From an optimization exercise on the open Yosys and OpenROAD flow, aimed at small area and a short achievable clock period; shortcuts taken in it are not production practice.
At most, simulation tests tie the RTL to the original design; equivalence was not proved.
Power figures rest on the tool's default switching activity, not on a simulated workload.

==> ember <==
==> flow/design.v <==
module hybrid_pwm_sd_2ndorder #(parameter signalwidth=16)
(
	input clk,
	input reset_n,
	input [signalwidth-1:0] d,
	output q
);
reg [4:0]  pc;        
reg        q_r;       
reg        q_o;       
reg [22:0] w;         
reg [17:0] p;
reg [17:0] r;
reg        m;         
reg [15:0] dreg;      
reg [6:0]  th;        
reg [10:0] ep;        
reg        f31, f0, f1, f2, f3, f5, f7, f8;    
wire c16;
carry16 u_c16 (.a(p[15:0]), .b(d), .c(c16));
wire [17:0] b_oth = ({18{f2}} & {2'b0, dreg})
                  | ({18{f3 | f5}} & ({7'b0, ep} ^ {18{f3}}))
                  | ({18{f7}} & {2'b0, r[17:2]})
                  | ({18{f8}} & ~{2'b0, p[17:2]});
wire [7:0] wu;
wire [17:0] b_op = f31 ? ~{1'b0, wu, w[15:7]} : b_oth;
wire cin = f3 | f7 | (f31 & (q_r | ~&w[6:0])) | (f8 & ~|p[1:0]);
wire [17:0] sum;
wire [17:0] sa_p = p ^ b_op;
wire [17:0] sa_g = p & b_op;
wire sa_g1 = sa_g[0] | (sa_p[0] & cin);
wire sa_p1 = sa_p[0] & 1'b0;
wire sa_g2 = sa_g[2] | (sa_p[2] & sa_g[1]);
wire sa_p2 = sa_p[2] & sa_p[1];
wire sa_g3 = sa_g[4] | (sa_p[4] & sa_g[3]);
wire sa_p3 = sa_p[4] & sa_p[3];
wire sa_g4 = sa_g[6] | (sa_p[6] & sa_g[5]);
wire sa_p4 = sa_p[6] & sa_p[5];
wire sa_g5 = sa_g[8] | (sa_p[8] & sa_g[7]);
wire sa_p5 = sa_p[8] & sa_p[7];
wire sa_g6 = sa_g[10] | (sa_p[10] & sa_g[9]);
wire sa_p6 = sa_p[10] & sa_p[9];
wire sa_g7 = sa_g[12] | (sa_p[12] & sa_g[11]);
wire sa_p7 = sa_p[12] & sa_p[11];
wire sa_g8 = sa_g[14] | (sa_p[14] & sa_g[13]);
wire sa_p8 = sa_p[14] & sa_p[13];
wire sa_g9 = sa_g[16] | (sa_p[16] & sa_g[15]);
wire sa_p9 = sa_p[16] & sa_p[15];
wire sa_g10 = sa_g2 | (sa_p2 & sa_g1);
wire sa_p10 = sa_p2 & sa_p1;
wire sa_g11 = sa_g4 | (sa_p4 & sa_g3);
wire sa_p11 = sa_p4 & sa_p3;
wire sa_g12 = sa_g6 | (sa_p6 & sa_g5);
wire sa_p12 = sa_p6 & sa_p5;
wire sa_g13 = sa_g8 | (sa_p8 & sa_g7);
wire sa_p13 = sa_p8 & sa_p7;
wire sa_g14 = sa_g11 | (sa_p11 & sa_g10);
wire sa_p14 = sa_p11 & sa_p10;
wire sa_g15 = sa_g13 | (sa_p13 & sa_g12);
wire sa_p15 = sa_p13 & sa_p12;
wire sa_g16 = sa_g15 | (sa_p15 & sa_g14);
wire sa_p16 = sa_p15 & sa_p14;
wire sa_g17 = sa_g12 | (sa_p12 & sa_g14);
wire sa_p17 = sa_p12 & sa_p14;
wire sa_g18 = sa_g3 | (sa_p3 & sa_g10);
wire sa_p18 = sa_p3 & sa_p10;
wire sa_g19 = sa_g5 | (sa_p5 & sa_g14);
wire sa_p19 = sa_p5 & sa_p14;
wire sa_g20 = sa_g7 | (sa_p7 & sa_g17);
wire sa_p20 = sa_p7 & sa_p17;
wire sa_g21 = sa_g9 | (sa_p9 & sa_g16);
wire sa_p21 = sa_p9 & sa_p16;
wire sa_g22 = sa_g[1] | (sa_p[1] & sa_g1);
wire sa_p22 = sa_p[1] & sa_p1;
wire sa_g23 = sa_g[3] | (sa_p[3] & sa_g10);
wire sa_p23 = sa_p[3] & sa_p10;
wire sa_g24 = sa_g[5] | (sa_p[5] & sa_g18);
wire sa_p24 = sa_p[5] & sa_p18;
wire sa_g25 = sa_g[7] | (sa_p[7] & sa_g14);
wire sa_p25 = sa_p[7] & sa_p14;
wire sa_g26 = sa_g[9] | (sa_p[9] & sa_g19);
wire sa_p26 = sa_p[9] & sa_p19;
wire sa_g27 = sa_g[11] | (sa_p[11] & sa_g17);
wire sa_p27 = sa_p[11] & sa_p17;
wire sa_g28 = sa_g[13] | (sa_p[13] & sa_g20);
wire sa_p28 = sa_p[13] & sa_p20;
wire sa_g29 = sa_g[15] | (sa_p[15] & sa_g16);
wire sa_p29 = sa_p[15] & sa_p16;
wire sa_g30 = sa_g[17] | (sa_p[17] & sa_g21);
wire sa_p30 = sa_p[17] & sa_p21;
assign sum = sa_p ^ {sa_g21, sa_g29, sa_g16, sa_g28, sa_g20, sa_g27, sa_g17, sa_g26, sa_g19, sa_g25, sa_g14, sa_g24, sa_g18, sa_g23, sa_g10, sa_g22, sa_g1, cin};
wire [4:0] pc_next = pc + 5'd1;
wire m_eff   = (f1 | f2) ? q_r : m;
wire q_gen   = th[6] ? m_eff : ({1'b0, pc_next} < th[5:0]);
wire q_last  = sum[17] ? m : (sum[16:11] != 6'd0);
wire q_oth   = f31 ? q_last : q_gen;
wire sel_m   = f0 & th[6];
wire q_c1    = sel_m ? (p[17] ^ p[16]) : q_oth;
wire q_c0    = sel_m ? p[17] : q_oth;
wire q_next;
mux2x u_qsel (.s(c16), .a1(q_c1), .a0(q_c0), .y(q_next));
wire [22:0] w_next;
assign wu = {1'b0, w[22:16]} + {7'b0, q_r};
wire [22:0] wb = {{7{~q_r | wu[7]}}, ~wu[6:0], ~w[15:7]};
wire wci = q_r ? (w[6:0] == 7'd0) : 1'b1;
wire [22:0] wa_p = w ^ wb;
wire [22:0] wa_g = w & wb;
wire wa_g1 = wa_g[0] | (wa_p[0] & wci);
wire wa_p1 = wa_p[0] & 1'b0;
wire wa_g2 = wa_g[2] | (wa_p[2] & wa_g[1]);
wire wa_p2 = wa_p[2] & wa_p[1];
wire wa_g3 = wa_g[4] | (wa_p[4] & wa_g[3]);
wire wa_p3 = wa_p[4] & wa_p[3];
wire wa_g4 = wa_g[6] | (wa_p[6] & wa_g[5]);
wire wa_p4 = wa_p[6] & wa_p[5];
wire wa_g5 = wa_g[8] | (wa_p[8] & wa_g[7]);
wire wa_p5 = wa_p[8] & wa_p[7];
wire wa_g6 = wa_g[10] | (wa_p[10] & wa_g[9]);
wire wa_p6 = wa_p[10] & wa_p[9];
wire wa_g7 = wa_g[12] | (wa_p[12] & wa_g[11]);
wire wa_p7 = wa_p[12] & wa_p[11];
wire wa_g8 = wa_g[14] | (wa_p[14] & wa_g[13]);
wire wa_p8 = wa_p[14] & wa_p[13];
wire wa_g9 = wa_g[16] | (wa_p[16] & wa_g[15]);
wire wa_p9 = wa_p[16] & wa_p[15];
wire wa_g10 = wa_g[18] | (wa_p[18] & wa_g[17]);
wire wa_p10 = wa_p[18] & wa_p[17];
wire wa_g11 = wa_g[20] | (wa_p[20] & wa_g[19]);
wire wa_p11 = wa_p[20] & wa_p[19];
wire wa_g12 = wa_g[22] | (wa_p[22] & wa_g[21]);
wire wa_p12 = wa_p[22] & wa_p[21];
wire wa_g13 = wa_g2 | (wa_p2 & wa_g1);
wire wa_p13 = wa_p2 & wa_p1;
wire wa_g14 = wa_g4 | (wa_p4 & wa_g3);
wire wa_p14 = wa_p4 & wa_p3;
wire wa_g15 = wa_g6 | (wa_p6 & wa_g5);
wire wa_p15 = wa_p6 & wa_p5;
wire wa_g16 = wa_g8 | (wa_p8 & wa_g7);
wire wa_p16 = wa_p8 & wa_p7;
wire wa_g17 = wa_g10 | (wa_p10 & wa_g9);
wire wa_p17 = wa_p10 & wa_p9;
wire wa_g18 = wa_g12 | (wa_p12 & wa_g11);
wire wa_p18 = wa_p12 & wa_p11;
wire wa_g19 = wa_g14 | (wa_p14 & wa_g13);
wire wa_p19 = wa_p14 & wa_p13;
wire wa_g20 = wa_g16 | (wa_p16 & wa_g15);
wire wa_p20 = wa_p16 & wa_p15;
wire wa_g21 = wa_g18 | (wa_p18 & wa_g17);
wire wa_p21 = wa_p18 & wa_p17;
wire wa_g22 = wa_g20 | (wa_p20 & wa_g19);
wire wa_p22 = wa_p20 & wa_p19;
wire wa_g23 = wa_g21 | (wa_p21 & wa_g22);
wire wa_p23 = wa_p21 & wa_p22;
wire wa_g24 = wa_g15 | (wa_p15 & wa_g19);
wire wa_p24 = wa_p15 & wa_p19;
wire wa_g25 = wa_g17 | (wa_p17 & wa_g22);
wire wa_p25 = wa_p17 & wa_p22;
wire wa_g26 = wa_g3 | (wa_p3 & wa_g13);
wire wa_p26 = wa_p3 & wa_p13;
wire wa_g27 = wa_g5 | (wa_p5 & wa_g19);
wire wa_p27 = wa_p5 & wa_p19;
wire wa_g28 = wa_g7 | (wa_p7 & wa_g24);
wire wa_p28 = wa_p7 & wa_p24;
wire wa_g29 = wa_g9 | (wa_p9 & wa_g22);
wire wa_p29 = wa_p9 & wa_p22;
wire wa_g30 = wa_g11 | (wa_p11 & wa_g25);
wire wa_p30 = wa_p11 & wa_p25;
wire wa_g31 = wa_g[1] | (wa_p[1] & wa_g1);
wire wa_p31 = wa_p[1] & wa_p1;
wire wa_g32 = wa_g[3] | (wa_p[3] & wa_g13);
wire wa_p32 = wa_p[3] & wa_p13;
wire wa_g33 = wa_g[5] | (wa_p[5] & wa_g26);
wire wa_p33 = wa_p[5] & wa_p26;
wire wa_g34 = wa_g[7] | (wa_p[7] & wa_g19);
wire wa_p34 = wa_p[7] & wa_p19;
wire wa_g35 = wa_g[9] | (wa_p[9] & wa_g27);
wire wa_p35 = wa_p[9] & wa_p27;
wire wa_g36 = wa_g[11] | (wa_p[11] & wa_g24);
wire wa_p36 = wa_p[11] & wa_p24;
wire wa_g37 = wa_g[13] | (wa_p[13] & wa_g28);
wire wa_p37 = wa_p[13] & wa_p28;
wire wa_g38 = wa_g[15] | (wa_p[15] & wa_g22);
wire wa_p38 = wa_p[15] & wa_p22;
wire wa_g39 = wa_g[17] | (wa_p[17] & wa_g29);
wire wa_p39 = wa_p[17] & wa_p29;
wire wa_g40 = wa_g[19] | (wa_p[19] & wa_g25);
wire wa_p40 = wa_p[19] & wa_p25;
wire wa_g41 = wa_g[21] | (wa_p[21] & wa_g30);
wire wa_p41 = wa_p[21] & wa_p30;
assign w_next = wa_p ^ {wa_g41, wa_g30, wa_g40, wa_g25, wa_g39, wa_g29, wa_g38, wa_g22, wa_g37, wa_g28, wa_g36, wa_g24, wa_g35, wa_g27, wa_g34, wa_g19, wa_g33, wa_g26, wa_g32, wa_g13, wa_g31, wa_g1, wci};
always @(posedge clk)
begin
	if (f0)
		dreg <= d;
end
always @(posedge clk)
begin
	if (!reset_n) begin
		pc   <= 5'd30;
		q_r  <= 1'b0;
		q_o  <= 1'b1;
		w    <= 23'h7f0000;
		p    <= 18'h2fffd;
		r    <= 18'h18000;
		m    <= 1'b1;
		th   <= 7'd0;
		ep   <= 11'd0;
		{f31, f0, f1, f2, f3, f5, f7, f8} <= 8'b00000000;
	end else begin
		pc  <= pc_next;
		q_r <= q_next;
		q_o <= q_next;
		w   <= w_next;
		p   <= r;
		r   <= sum;
		{f31, f0, f1, f2, f3, f5, f7, f8} <= {pc == 5'd30, f31, f0, f1, f2, pc == 5'd4, pc == 5'd6, f7};
		if (f2)
			m <= sum[17];
		if (f31)
			th <= sum[17:11];
		if (f3)
			ep <= p[10:0];
	end
end
assign q = q_o;
endmodule
module carry16 (input [15:0] a, input [15:0] b, output c);
wire [15:0] g0 = a & b;
wire [15:0] p0 = a | b;
wire [7:0] g1, p1;
wire [3:0] g2, p2;
wire [1:0] g3, p3;
genvar i;
generate
	for (i = 0; i < 8; i = i + 1) begin : l1
		assign g1[i] = g0[2*i+1] | (p0[2*i+1] & g0[2*i]);
		assign p1[i] = p0[2*i+1] & p0[2*i];
	end
	for (i = 0; i < 4; i = i + 1) begin : l2
		assign g2[i] = g1[2*i+1] | (p1[2*i+1] & g1[2*i]);
		assign p2[i] = p1[2*i+1] & p1[2*i];
	end
	for (i = 0; i < 2; i = i + 1) begin : l3
		assign g3[i] = g2[2*i+1] | (p2[2*i+1] & g2[2*i]);
		assign p3[i] = p2[2*i+1] & p2[2*i];
	end
endgenerate
assign c = g3[1] | (p3[1] & g3[0]);
endmodule
module mux2x (input s, input a1, input a0, output y);
assign y = s ? a1 : a0;
endmodule
==> flow/flow/run.sh <==
#!/bin/bash
# Layout: the standard ORFS flow (standard.sh) with these changes:
#  - adders are left to ABC instead of being mapped to full/half-adder cells
#    (ADDER_MAP_FILE empty); registers are those of the standard synthesis;
#  - timing repair is asked to leave 8.2 ns of setup margin, so that the
#    layout runs well faster than the 11 ns clock (the SDC is unchanged);
set -euo pipefail
bash standard.sh SETUP_SLACK_MARGIN=8.2 "BUFFER_PORTS_ARGS=-buffer_cell sky130_fd_sc_hd__buf_2" ADDER_MAP_FILE= finish > flow_make.log 2>&1
==> flow/standard.sh <==
#!/bin/bash
# synth_recipe.tcl (not shown) runs the flow's synth.tcl, then flattens the netlist and writes it again
# the make line also repeats each setting of config.mk as NAME=value (left out here)
make -C /OpenROAD-flow-scripts/flow DESIGN_CONFIG=/design/flow/config.mk WORK_HOME=/design/flow/orfs CLKGATE_MAP_FILE= SYNTH_SCRIPT=/design/flow/synth_recipe.tcl "${@:-finish}"
==> flow/config.mk <==
export PLATFORM = sky130hd
export DESIGN_NAME = hybrid_pwm_sd_2ndorder
export DESIGN_NICKNAME = hybrid_pwm_sd_2ndorder
export VERILOG_FILES = /design/flow/design.v
export SDC_FILE = /design/flow/constraint.sdc
export NUM_CORES = 4
export LEC_CHECK = 0
export ABC_AREA = 1
export CAP_MARGIN = 20
export CORE_MARGIN = 2
export CORE_UTILIZATION = 40
export CTS_BUF_LIST = sky130_fd_sc_hd__clkbuf_8
export SLEW_MARGIN = 20
export SYNTH_HIERARCHICAL = 1
==> flow/constraint.sdc <==
create_clock -name core_clock -period 11.0 [get_ports {clk}]
set_input_delay 2.2000 -clock core_clock [delete_from_list [all_inputs] [get_ports {clk}]]
set_output_delay 2.2000 -clock core_clock [all_outputs]
set_load 0.01 [all_outputs]
==> inputs of xenon, as changes to ember <==
--- a/flow/design.v
+++ b/flow/design.v
@@ -12,6 +12,7 @@
 reg [17:0] p;
 reg [17:0] r;
 reg        m;         
+reg        c16_r;     
 reg [15:0] dreg;      
 reg [6:0]  th;        
 reg [10:0] ep;        
@@ -90,10 +91,11 @@
 wire sa_p30 = sa_p[17] & sa_p21;
 assign sum = sa_p ^ {sa_g21, sa_g29, sa_g16, sa_g28, sa_g20, sa_g27, sa_g17, sa_g26, sa_g19, sa_g25, sa_g14, sa_g24, sa_g18, sa_g23, sa_g10, sa_g22, sa_g1, cin};
 wire [4:0] pc_next = pc + 5'd1;
-wire m_eff   = (f1 | f2) ? q_r : m;
+wire m_new   = r[17] ^ (r[16] & c16_r);
+wire m_eff   = f1 ? m_new : m;
 wire q_gen   = th[6] ? m_eff : ({1'b0, pc_next} < th[5:0]);
 wire q_last  = sum[17] ? m : (sum[16:11] != 6'd0);
-wire q_oth   = f31 ? q_last : q_gen;
+wire q_oth   = f31 ? q_last : f0 ? (th[5:1] != 5'd0) : q_gen;
 wire sel_m   = f0 & th[6];
 wire q_c1    = sel_m ? (p[17] ^ p[16]) : q_oth;
 wire q_c0    = sel_m ? p[17] : q_oth;
@@ -190,6 +192,7 @@
 assign w_next = wa_p ^ {wa_g41, wa_g30, wa_g40, wa_g25, wa_g39, wa_g29, wa_g38, wa_g22, wa_g37, wa_g28, wa_g36, wa_g24, wa_g35, wa_g27, wa_g34, wa_g19, wa_g33, wa_g26, wa_g32, wa_g13, wa_g31, wa_g1, wci};
 always @(posedge clk)
 begin
+	c16_r <= c16;
 	if (f0)
 		dreg <= d;
 end
@@ -214,8 +217,8 @@
 		p   <= r;
 		r   <= sum;
 		{f31, f0, f1, f2, f3, f5, f7, f8} <= {pc == 5'd30, f31, f0, f1, f2, pc == 5'd4, pc == 5'd6, f7};
-		if (f2)
-			m <= sum[17];
+		if (f1)
+			m <= m_new;
 		if (f31)
 			th <= sum[17:11];
 		if (f3)
==> flow/flow/run.sh (replaced) <==
#!/bin/bash
# Standard ORFS layout (standard.sh) with three changes: timing repair is
# asked to leave extra setup margin so that the layout runs well faster than
# the clock, the ports get small buffers, and adders are left to ABC instead
# of being mapped to full/half-adder cells (registers are unchanged).
set -euo pipefail
bash standard.sh SETUP_SLACK_MARGIN=8.2 SETUP_MOVE_SEQUENCE=unbuffer,sizeup,swap "BUFFER_PORTS_ARGS=-buffer_cell sky130_fd_sc_hd__buf_2" ADDER_MAP_FILE= finish > flow_make.log 2>&1
==> results.txt <==
metric                                                                      xenon                     ember
Post-layout total power                                                   1.46 mW                   1.49 mW
Final worst clock skew                                                 0.00850 ns                 0.0126 ns
Run status                                                complete, no violations   complete, no violations
Met1 Routed Length                                                        7960 um                   7840 um
Flop and latch count out of synthesis                                         110                       109
Register-to-Register Setup Slack                                          8.04 ns                   8.13 ns
Cell Area, Placed                                                        6580 um2                  6500 um2
Pre-CTS setup slack                                                       7.46 ns                   6.98 ns
Final-layout clock-cell area share                                          2.45%                     2.32%
Post-Route Utilization                                                      45.7%                     47.7%
Cell type of the slowest stage on the worst timing path  sky130_fd_sc_hd__dfxtp_2  sky130_fd_sc_hd__dfxtp_1
Net Sw Frac                                                                 44.4%                     44.8%
Routing usage on met1                                                       26.3%                     26.2%
Only the layout flow was run in ember; the RTL was not checked for function there.

==> separate check: timing with driven ports <==
No port has a modelled driver above. Below, the same layouts with a new extraction and two added sets of constraints. Step 1 (the two cells are an assumption about what drives the block):
set clk [get_ports {clk}]
set_driving_cell -lib_cell sky130_fd_sc_hd__clkbuf_16 $clk
set_driving_cell -lib_cell sky130_fd_sc_hd__buf_2 [delete_from_list [all_inputs] $clk]
Step 2 adds t to the input delays and takes it off the output delays; t is the mean of the earliest and latest rising clock arrival at the registers after step 1. Input paths then give back, and output paths get back, about the clock's delay inside the block. a / b / c = no drivers / after step 1 / after step 2; a / b = the first two.
| run | shift t [ns] | setup WS [ns] | worst hold slack (ns) | latest minus earliest clock arrival (ns) | pins driven straight from the clock port |
|---|---|---|---|---|---|
| ember | 0.422 | 7.983 / 7.946 / 7.624 | 0.423 / 0.423 / 0.423 | 0.013 / 0.012 | 1 |
| xenon | 0.419 | 7.964 / 7.930 / 7.588 | 0.427 / 0.427 / 0.427 | 0.009 / 0.009 | 1 |
After both steps setup and hold are still met in every run listed. The setup slack of xenon, which loses most, moves by -0.034 ns with the drivers and by -0.376 ns with both steps.
